This design comes from an exercise in tuning for small area, a short achievable clock period and few clock cycles per item on the open sky130 flow, not from production work. RTL that was checked went through simulation tests only; none was proved equivalent to the original.

## run 1
==> flow/design.v (excerpt) <==
module cordic #(parameter WIDTH = 32, ITER = 16)(
    input clk,
    input rst,
    input start,
    input mode,  
    input signed [WIDTH-1:0] x_in,
    input signed [WIDTH-1:0] y_in,
    input signed [WIDTH-1:0] z_in,
    output signed [WIDTH-1:0] x_out,
    output signed [WIDTH-1:0] y_out,
    output signed [WIDTH-1:0] z_out,
    output reg done
);
Size: roughly 2,100 cells after synthesis, ~200 I/O pins, about 11,000 um2 of cells after synthesis.
export LEC_CHECK = 0
export ABC_AREA = 1
export CAP_MARGIN = 20
export CORE_MARGIN = 2
export CORE_UTILIZATION = 50
export SETUP_SLACK_MARGIN = 3.5
export SLEW_MARGIN = 20
export TNS_END_PERCENT = 10
create_clock -name core_clock -period 7.0 [get_ports {clk}]
standard.sh (not shown) runs the stock make flow with config.mk's settings and CLKGATE_MAP_FILE= SYNTH_SCRIPT=/design/flow/synth_recipe.tcl, a recipe that flattens the netlist after the stock synthesis.
==> flow/flow/run.sh <==
#!/bin/bash
# The standard layout with two changes: plain buf_1 cells as the port buffers
# (buffer_ports otherwise picks delay buffers), and no adder-cell mapping in
# synthesis (ADDER_MAP_FILE empty), so abc maps the adders' prefix logic from
# gates instead of ha/fa cells. Registers and their names are unchanged.
# make's output goes to make.log here; each ORFS step keeps its own log under orfs/logs.
set -euo pipefail
export BUFFER_PORTS_ARGS="-buffer_cell sky130_fd_sc_hd__buf_1"
bash standard.sh ADDER_MAP_FILE= finish > make.log 2>&1
Run 1: flow completed, timing, DRC and antenna clean
Testbench counts of run 1, summed over its fixed seeds: cycles 57,592, ops 3,200.
Relative to run 1, the following input files were edited for run 2:
Settings: TNS_END_PERCENT: 10 -> unset; SLEW_MARGIN: 20 -> 10; CAP_MARGIN: 20 -> 10.
--- outcome ---
Run 2: done, clean on timing, DRC and antenna. Run 2 against run 1: async set or reset register ratio after synthesis has remained practically unchanged, part of the cycle the worst path needs has remained practically unchanged, slew of the pin with the lowest slew margin has remained practically unchanged. Compared with run 1, in run 2 fraction of layout instances using a drive strength above 1 neither gained nor lost much; routed wire length comparable; area growth from synthesis to layout neither gained nor lost much. For post-layout instance area, run 2 and run 1 come out practically identical. Cell count essentially unchanged between run 1 and run 2. Of the two values seen for worst setup path endpoint, x[31] was produced by run 2 and y[31] by run 1.
Input changes introduced in run 3 (baseline for comparison: run 2):
Settings: SLEW_MARGIN changed from 10 to 20; CAP_MARGIN changed from 10 to 20; CORE_UTILIZATION changed from 50 to 40.
- Run 3 finished all stages; the layout is clean.
- Run 3 against run 2; wire length is up by a few percent.
- Fmax delta (run 2 -> run 3): insignificant
- In the reports for run 2 and run 3, the larger smallest setup slack after layout belongs to run 2.

Another version of the RTL of cordic (not shown whole).
Size: about 0.011 mm2 of cells after synthesis.
Settings: LEC_CHECK=0, ABC_AREA=1, CAP_MARGIN=20, CORE_MARGIN=2, CORE_UTILIZATION=65, SETUP_SLACK_MARGIN=4, SLEW_MARGIN=20; clock period 7.0 ns.
Scripts as last shown in full above: flow/flow/run.sh
The first run died in global routing (5_1_grt) (GRT-0232).
Rerun with:
--- a/flow/config.mk
+++ b/flow/config.mk
@@ -11 +11 @@
-export CORE_UTILIZATION = 65
+export CORE_UTILIZATION = 40
Outcome: This time the run produced a clean layout; area after synthesis stays the same; synthesized cell count is unchanged.
Rerun with:
--- a/flow/config.mk
+++ b/flow/config.mk
@@ -12 +12 @@
-export SETUP_SLACK_MARGIN = 4
+export SETUP_SLACK_MARGIN = 4.5
Utilization climbs by 5.6 points.
Setup slack loses 0.15 ns.
Routed wire length goes up by 9.6%.
Clock skew barely changes.
Global-route usage climbs by 3.6 points.
Synthesized area stays the same.
Flip-flop and latch count is unchanged.
Hold slack improves by 0.0097 ns.
Via count climbs by 5.2%.
Rerun with:
--- a/flow/config.mk
+++ b/flow/config.mk
@@ -12 +12 @@
-export SETUP_SLACK_MARGIN = 4.5
+export SETUP_SLACK_MARGIN = 3
The new run went through all stages and came out clean.
Setup slack degrades by 0.23 ns.
Count of clock-buffer cells in the layout stays the same.
Critical path depth increases by 1.
Function was not checked in any run of this note: the RTL went through the layout flow alone.

== rev 12 ==
The RTL this note starts from:
==> flow/design.v <==
module cordic #(parameter WIDTH = 32, ITER = 16)(
    input clk,
    input rst,
    input start,
    input mode,  
    input signed [WIDTH-1:0] x_in,
    input signed [WIDTH-1:0] y_in,
    input signed [WIDTH-1:0] z_in,
    output signed [WIDTH-1:0] x_out,
    output signed [WIDTH-1:0] y_out,
    output signed [WIDTH-1:0] z_out,
    output reg done
);
    localparam signed [WIDTH-1:0] K = 32'sd19898;   
    reg signed [WIDTH-1:0] x, y, z;
    reg [3:0] i;       
    reg busy;
    reg mode_r;        
    function signed [WIDTH-1:0] atan_table;
        input [3:0] idx;
        case (idx)
            4'd0:  atan_table = 32'sd25736;
            4'd1:  atan_table = 32'sd15192;
            4'd2:  atan_table = 32'sd8027;
            4'd3:  atan_table = 32'sd4074;
            4'd4:  atan_table = 32'sd2045;
            4'd5:  atan_table = 32'sd1023;
            4'd6:  atan_table = 32'sd511;
            4'd7:  atan_table = 32'sd256;
            4'd8:  atan_table = 32'sd128;
            4'd9:  atan_table = 32'sd64;
            4'd10: atan_table = 32'sd32;
            4'd11: atan_table = 32'sd16;
            4'd12: atan_table = 32'sd8;
            4'd13: atan_table = 32'sd4;
            4'd14: atan_table = 32'sd2;
            default: atan_table = 32'sd1;
        endcase
    endfunction
    function [WIDTH-1:0] addsub;
        input [WIDTH-1:0] a;
        input [WIDTH-1:0] b;
        input sub;
        reg [WIDTH-1:0] bb, p, g, pp, gg, pn, gn;
        integer l, k;
        begin
            bb = b ^ {WIDTH{sub}};
            p = a ^ bb;
            g = a & bb;
            g[0] = g[0] | (p[0] & sub);
            gg = g;
            pp = p;
            for (l = 1; l < WIDTH; l = l * 2) begin
                gn = gg;
                pn = pp;
                for (k = l; k < WIDTH; k = k + 1) begin
                    gn[k] = gg[k] | (pp[k] & gg[k-l]);
                    pn[k] = pp[k] & pp[k-l];
                end
                gg = gn;
                pp = pn;
            end
            addsub = p ^ {gg[WIDTH-2:0], sub};
        end
    endfunction
    wire signed [WIDTH-1:0] xs = x >>> i;
    wire signed [WIDTH-1:0] ys = y >>> i;
    wire d = mode_r ? y[WIDTH-1] : ~z[WIDTH-1];
    wire signed [WIDTH-1:0] xn = addsub(x, ys, d);
    wire signed [WIDTH-1:0] yn = addsub(y, xs, ~d);
    wire signed [WIDTH-1:0] zn = addsub(z, atan_table(i), d);
    wire load = start & ~busy;
    always @(posedge clk) begin
        if (load) begin
            x <= mode ? x_in : K;
            y <= mode ? y_in : {WIDTH{1'b0}};
            z <= mode ? {WIDTH{1'b0}} : z_in;
        end else begin
            x <= xn;
            y <= yn;
            z <= zn;
        end
    end
    always @(posedge clk or posedge rst) begin
        if (rst) begin
            busy <= 1'b0;
            done <= 1'b0;
            i <= 4'd0;
            mode_r <= 1'b0;
        end else begin
            done <= busy & (i == ITER - 1);
            if (busy)
                i <= i + 4'd1;
            if (load) begin
                busy <= 1'b1;
                mode_r <= mode;
            end else if (i == ITER - 1) begin
                busy <= 1'b0;
            end
        end
    end
    assign x_out = x;
    assign y_out = y;
    assign z_out = z;
endmodule
Settings: LEC_CHECK=0, ABC_AREA=1, CAP_MARGIN=20, CORE_MARGIN=2, CORE_UTILIZATION=40, SETUP_SLACK_MARGIN=3.5, SLEW_MARGIN=20; clock period 7.0 ns.
==> flow/flow/run.sh <==
#!/bin/bash
# The standard layout, with plain buf_1 cells as the port buffers instead of
# the delay buffers buffer_ports picks by default. The make output goes to
# make.log in the work folder; each ORFS step keeps its own log under orfs/logs.
set -euo pipefail
export BUFFER_PORTS_ARGS="-buffer_cell sky130_fd_sc_hd__buf_1"
bash standard.sh finish > make.log 2>&1
Rev 12 reached the final stage; the timing, DRC and antenna checks on its layout passed.
> inputs changed (rev 12 -> rev 13)
Settings: SETUP_SLACK_MARGIN removed (was 3.5).
[summary]
- The critical path depth number comes out higher for rev 12 vs rev 13.
- Changes observed in rev 13 relative to rev 12: maximum frequency saw a decrease, first-pass GRT wire length shows a reduction of about 2.6%, register fraction of the total cell area has increased.
- Between rev 13 and rev 12, fraction of area in multi-input gates is higher for rev 13, rev 12 comes in under that.
- Relative to rev 12, the final cell area reported for rev 13 is lower.
- Compared to rev 12, rev 13 shows a narrower setup margin.
Function was not checked in any run of this note: the RTL went through the layout flow alone.

RTL: one of the versions met above, not the one the previous note started from.
Size: ~200 I/O pins, roughly 11,000 µm² of cells after synthesis.
clock: 7.0 ns
lec_check: 0
abc_area: 1
cap_margin: 20
core_margin: 2
core_utilization: 50
place_density: 0.75
setup_slack_margin: 3.5
slew_margin: 20
==> flow/flow/run.sh <==
#!/bin/bash
# The standard layout with two changes: plain buf_1 cells as the port buffers
# (buffer_ports otherwise picks delay buffers), and no adder-cell mapping in
# synthesis (ADDER_MAP_FILE empty), so abc maps the adders' prefix logic from
# gates instead of ha/fa cells. Registers and their names are unchanged.
# make's output goes to make.log here; each ORFS step keeps its own log under orfs/logs.
set -euo pipefail
export BUFFER_PORTS_ARGS="-buffer_cell sky130_fd_sc_hd__buf_1"
bash standard.sh ADDER_MAP_FILE= finish > make.log 2>&1
The first run went through all stages and came out clean.
Testbench counts at the start, summed over its fixed seeds: cycles 57,592, ops 3,200.
Edit:
- PLACE_DENSITY: 0.75 -> default
- SETUP_SLACK_MARGIN: 3.5 -> 3.75
After rerunning: Global-route usage went up by 0.30 points; synthesized area stays the same; fmax goes up slightly; setup slack improved by 0.059 ns; routed wire length increases by a few percent; via count is lower slightly.
Edit:
- CORE_UTILIZATION: 50 -> 45
- SETUP_SLACK_MARGIN: 3.75 -> 3.5
The changed run finished clean. Die area rises by about 11%. Cell area falls by 6.1%. Area after synthesis stays the same. Via count falls by 2.7%. Synthesized cell count is unchanged.
Edit:
- CORE_UTILIZATION: 45 -> 40
- SETUP_SLACK_MARGIN: 3.5 -> 4
What happened:
- The new run passed the timing, DRC and antenna checks
- worst setup slack is worse by 0.0085 ns
- clock-buffer cell count is lower by 1
- via count is higher by 14%
- die area grows by 12%
- worst hold slack improved by 0.038 ns
Edit:
- CORE_UTILIZATION: 40 -> 50
- SETUP_SLACK_MARGIN: 4 -> 3.25
The new run completed with no timing, DRC or antenna violations.
Worst setup slack degrades by 0.19 ns.
Sequential share of layout area rises by 4.5 points.
Area after synthesis stays the same.

cordic, a different RTL version from the one above (not shown whole).
Size: about 2,100 cells after synthesis, about 110 flip-flops.
export LEC_CHECK = 0
export ABC_AREA = 1
export CAP_MARGIN = 20
export CORE_MARGIN = 2
export CORE_UTILIZATION = 50
export SETUP_SLACK_MARGIN = 3.5
export SLEW_MARGIN = 20
create_clock -name core_clock -period 7.0 [get_ports {clk}]
Scripts as last shown in full above: flow/flow/run.sh
The starting point ran to the end with no violations.
Testbench counts at the start, summed over its fixed seeds: cycles 57,592, ops 3,200.
Edit:
CORE_UTILIZATION = 45   (was 50)
SETUP_SLACK_MARGIN = 3.6   (was 3.5)
=> The new run ran to the end with no violations. Maximum frequency went up by 2.3%. Wire length came out lower by 0.73%. Global-route usage is lower by 2.7 points. Design area went up by 0.96%. Worst setup slack is better by 0.072 ns. Cell count rises by 1.9%. Via count shrinks by 1.4%. Synthesized area is unchanged. Die area grows by 11%.
Edit:
CORE_UTILIZATION = 50   (was 45)
Outcome: First-iteration DRC count went down by a little under a tenth. Worst setup slack improves by 0.024 ns. Clock skew goes down by 0.0082 ns. Die area drops by roughly a tenth. Cell area goes up slightly. Global-route usage rises by 2.7 points. Synthesized cell count is unchanged. Clock-buffer cell count grows by 1. Routed wire length came out higher by a few percent. Critical path depth went up by 1. Area after synthesis stays the same.
Edit:
CORE_UTILIZATION = 45   (was 50)
SETUP_SLACK_MARGIN = 3.75   (was 3.6)
=>
- The new run produced a clean layout
- synthesized area does not change
- clock-buffer cell count decreases by 1
- core utilization falls by 4.2 points
- setup slack improves by 0.029 ns
- routed wire length goes up slightly

cordic with an RTL version that a note above also has.
Size: roughly 2100 cells after synthesis, about 110 flip-flops, about 11000 sq um of cells after synthesis.
==> flow/design.v (excerpt) <==
module cordic #(parameter WIDTH = 32, ITER = 16)(
    input clk,
    input rst,
    input start,
    input mode,  
    input signed [WIDTH-1:0] x_in,
    input signed [WIDTH-1:0] y_in,
    input signed [WIDTH-1:0] z_in,
    output signed [WIDTH-1:0] x_out,
    output signed [WIDTH-1:0] y_out,
    output signed [WIDTH-1:0] z_out,
    output reg done
);
Settings: LEC_CHECK=0, ABC_AREA=1, CAP_MARGIN=20, CORE_MARGIN=2, CORE_UTILIZATION=47, SETUP_SLACK_MARGIN=3.5, SLEW_MARGIN=20; clock period 7.0 ns.
Scripts as last shown in full above: flow/flow/run.sh
Testbench counts at the start, summed over its fixed seeds: cycles 57,592, ops 3,200.
==> next run, changes <==
Settings changed: CORE_UTILIZATION 47 to 58.
Routed wire length decreases by 1.3%.
Cell area decreases by 0.47%.
Via count increases by 2.8%.
Critical path depth does not change.
Non-clock buffer count decreases by 2.
Sequential share of layout area increases by 0.10 points.
Worst setup slack degrades by 0.074 ns.
==> next run, changes <==
Settings changed: CORE_UTILIZATION 58 to 50.
Effect:
- count of clock-buffer cells in the layout does not change
- worst hold slack is worse by 0.0062 ns
- non-clock buffer count goes up by 1
- cell count goes up by 0.84%
- synthesized cell count is unchanged
- die area goes up by about 16%
- cell area barely changes
==> next run, changes <==
Settings changed: CORE_UTILIZATION 50 to 45, SETUP_SLACK_MARGIN 3.5 to 3.6.
Core utilization goes down by 4.7 points. Synthesized area does not change. Register-to-register slack gains 0.07 ns. Wire length goes up by about 2.3%. Hold slack stays flat. Global-route usage goes down by 2.4 points. Non-clock buffer count goes up by 3. Via count goes up by 1.1%. Clock skew stays flat. Die area goes up by 11%.

cordic with an RTL version that a note above also has.
Size in the first run: ~2,100 cells after synthesis.
clock: 7.0 ns
lec_check: 0
abc_area: 1
cap_margin: 20
core_margin: 2
core_utilization: 45
place_density: 0.7
setup_slack_margin: 3.6
slew_margin: 20
Scripts as last shown in full above: flow/flow/run.sh
Testbench counts at the start, summed over its fixed seeds: cycles 57,592, ops 3,200.
Rerun with:
Settings changed: CORE_UTILIZATION 45 to 42, PLACE_DENSITY 0.7 to not set.
After rerunning: Die area rose by a few percent; hold slack improves by 0.016 ns; synthesized area stays the same.
Rerun with:
Settings changed: CORE_UTILIZATION 42 to 45, SETUP_SLACK_MARGIN 3.6 to 3.5.
Cell area went down by 1.8%.
Setup slack degrades by 0.062 ns.
Maximum frequency is lower by 2.0%.
First-iteration DRC count is higher by 7.2%.
Clock skew went up by 0.0041 ns.
Clock-buffer cell count stays the same.
Critical path depth climbs by 1.

cordic again, from the RTL that the note above started with.
export LEC_CHECK = 0
export ABC_AREA = 1
export CAP_MARGIN = 20
export CORE_MARGIN = 2
export CORE_UTILIZATION = 45
export GPL_ROUTABILITY_DRIVEN = 0
export SETUP_SLACK_MARGIN = 3.6
export SLEW_MARGIN = 20
create_clock -name core_clock -period 7.0 [get_ports {clk}]
Scripts as last shown in full above: flow/flow/run.sh
The baseline ran to the end with no violations.
Testbench counts at the start, summed over its fixed seeds: cycles 57,592, ops 3,200.
Then changed:
CTS_CLUSTER_DIAMETER = 100   (was unset)
CTS_CLUSTER_SIZE = 30   (was unset)
GPL_ROUTABILITY_DRIVEN = unset   (was 0)
The new run produced a clean layout; core utilization is about the same; setup slack improved by 0.0051 ns; first-iteration DRC count goes up by 4.0%; sequential share of layout area is about the same; critical path depth grows by 1; wire length is about the same.

Another version of the RTL of cordic (not shown whole).
Size: about 1600 cells after synthesis, about 100 flip-flops, roughly 14000 um^2 of cells after synthesis.
clock: 7.0 ns
lec_check: 0
cap_margin: 20
core_margin: 2
core_utilization: 40
setup_slack_margin: 3
slew_margin: 20
run.sh (not shown) runs the stock make flow with config.mk's settings and CLKGATE_MAP_FILE= SYNTH_SCRIPT=/design/flow/synth_recipe.tcl, a recipe that flattens the netlist after the stock synthesis.
Stock flow here: none of the scripts above is used.
The first run finished with timing, DRC and antenna clean.
Next try:
Settings changed: SETUP_SLACK_MARGIN 3 to 4.
Outcome: Hold slack is worse by 0.014 ns. Utilization fell by 0.68 points. Fmax rose slightly. Synthesized cell count does not change. Design area fell slightly.
No run of this note included a check of the RTL's function; only the layout flow was run.

==> afterwards: timing with drivers on the ports <==
No port has a modelled driver above. Below, the same layouts with a new extraction and two added sets of constraints.
Step 1: set_driving_cell puts a clkbuf_16 on clk and a buf_2 on each other input, an assumption about the parent block.
Step 2 also shifts input and output timing later by t, the mid clock arrival at the registers, as if the neighbouring blocks saw the same clock.
a / b / c = ideal / step 1 / step 2; a / b = the first two.
run | t, ns | slack for setup (ns) | worst setup path after step 2 | clock arrival spread, ns | worst register clock-pin slew, ns
run 1 | 0.417 | 3.825 / 3.825 / 3.825 | register to register | 0.017 / 0.017 | 0.09 / 0.09
run 2 | 0.417 | 3.818 / 3.818 / 3.818 | register to register | 0.016 / 0.017 | 0.09 / 0.09
run 3 | 0.419 | 3.811 / 3.811 / 3.811 | register to register | 0.015 / 0.015 | 0.09 / 0.09
the second run of note 2 | 0.426 | 3.786 / 3.786 / 3.786 | register to register | 0.015 / 0.016 | 0.09 / 0.09
the third run of note 2 | 0.427 | 3.632 / 3.632 / 3.632 | register to register | 0.017 / 0.017 | 0.10 / 0.10
the fourth run of note 2 | 0.423 | 3.399 / 3.399 / 3.233 | input to register | 0.015 / 0.016 | 0.09 / 0.09
rev 12 | 0.436 | 3.424 / 3.424 / 3.424 | register to register | 0.014 / 0.013 | 0.08 / 0.08
rev 13 | 0.437 | 2.084 / 2.084 / 2.084 | register to register | 0.012 / 0.012 | 0.08 / 0.08
the first run of note 4 | 0.417 | 3.806 / 3.806 / 3.716 | input to register | 0.016 / 0.016 | 0.09 / 0.09
the second run of note 4 | 0.423 | 3.865 / 3.865 / 3.865 | register to register | 0.016 / 0.016 | 0.09 / 0.09
the third run of note 4 | 0.409 | 3.847 / 3.847 / 3.847 | register to register | 0.015 / 0.015 | 0.09 / 0.09
the fourth run of note 4 | 0.429 | 3.838 / 3.838 / 3.838 | register to register | 0.015 / 0.015 | 0.09 / 0.09
the fifth run of note 4 | 0.421 | 3.646 / 3.646 / 3.646 | register to register | 0.014 / 0.014 | 0.09 / 0.09
the first run of note 5 | 0.420 | 3.812 / 3.812 / 3.712 | input to register | 0.011 / 0.011 | 0.09 / 0.09
the second run of note 5 | 0.417 | 3.884 / 3.884 / 3.755 | input to register | 0.018 / 0.017 | 0.09 / 0.09
the third run of note 5 | 0.419 | 3.907 / 3.907 / 3.736 | input to register | 0.012 / 0.012 | 0.09 / 0.09
the fourth run of note 5 | 0.421 | 3.936 / 3.936 / 3.693 | input to register | 0.020 / 0.020 | 0.10 / 0.10
the first run of note 6 | 0.414 | 3.821 / 3.821 / 3.588 | input to register | 0.012 / 0.012 | 0.09 / 0.09
the second run of note 6 | 0.420 | 3.746 / 3.746 / 3.746 | register to register | 0.018 / 0.018 | 0.09 / 0.09
the third run of note 6 | 0.417 | 3.818 / 3.818 / 3.818 | register to register | 0.016 / 0.017 | 0.09 / 0.09
the fourth run of note 6 | 0.411 | 3.890 / 3.890 / 3.890 | register to register | 0.015 / 0.015 | 0.09 / 0.09
the first run of note 7 | 0.420 | 3.887 / 3.887 / 3.530 | input to register | 0.013 / 0.012 | 0.09 / 0.09
the second run of note 7 | 0.420 | 3.905 / 3.905 / 3.817 | input to register | 0.016 / 0.016 | 0.09 / 0.09
the third run of note 7 | 0.417 | 3.843 / 3.843 / 3.739 | input to register | 0.020 / 0.019 | 0.09 / 0.09
the first run of note 8 | 0.418 | 3.878 / 3.878 / 3.535 | input to register | 0.020 / 0.019 | 0.09 / 0.09
the second run of note 8 | 0.417 | 3.884 / 3.884 / 3.755 | input to register | 0.018 / 0.017 | 0.09 / 0.09
the first run of note 9 | 0.444 | 1.631 / 1.631 / 1.263 | input to register | 0.012 / 0.012 | 0.08 / 0.08
the second run of note 9 | 0.451 | 1.651 / 1.651 / 1.268 | input to register | 0.015 / 0.014 | 0.09 / 0.09
After both steps setup and hold are still met in every run listed. The setup slack of the second run of note 9, which loses most, moves by 0.000 ns with the drivers and by -0.383 ns with both steps.
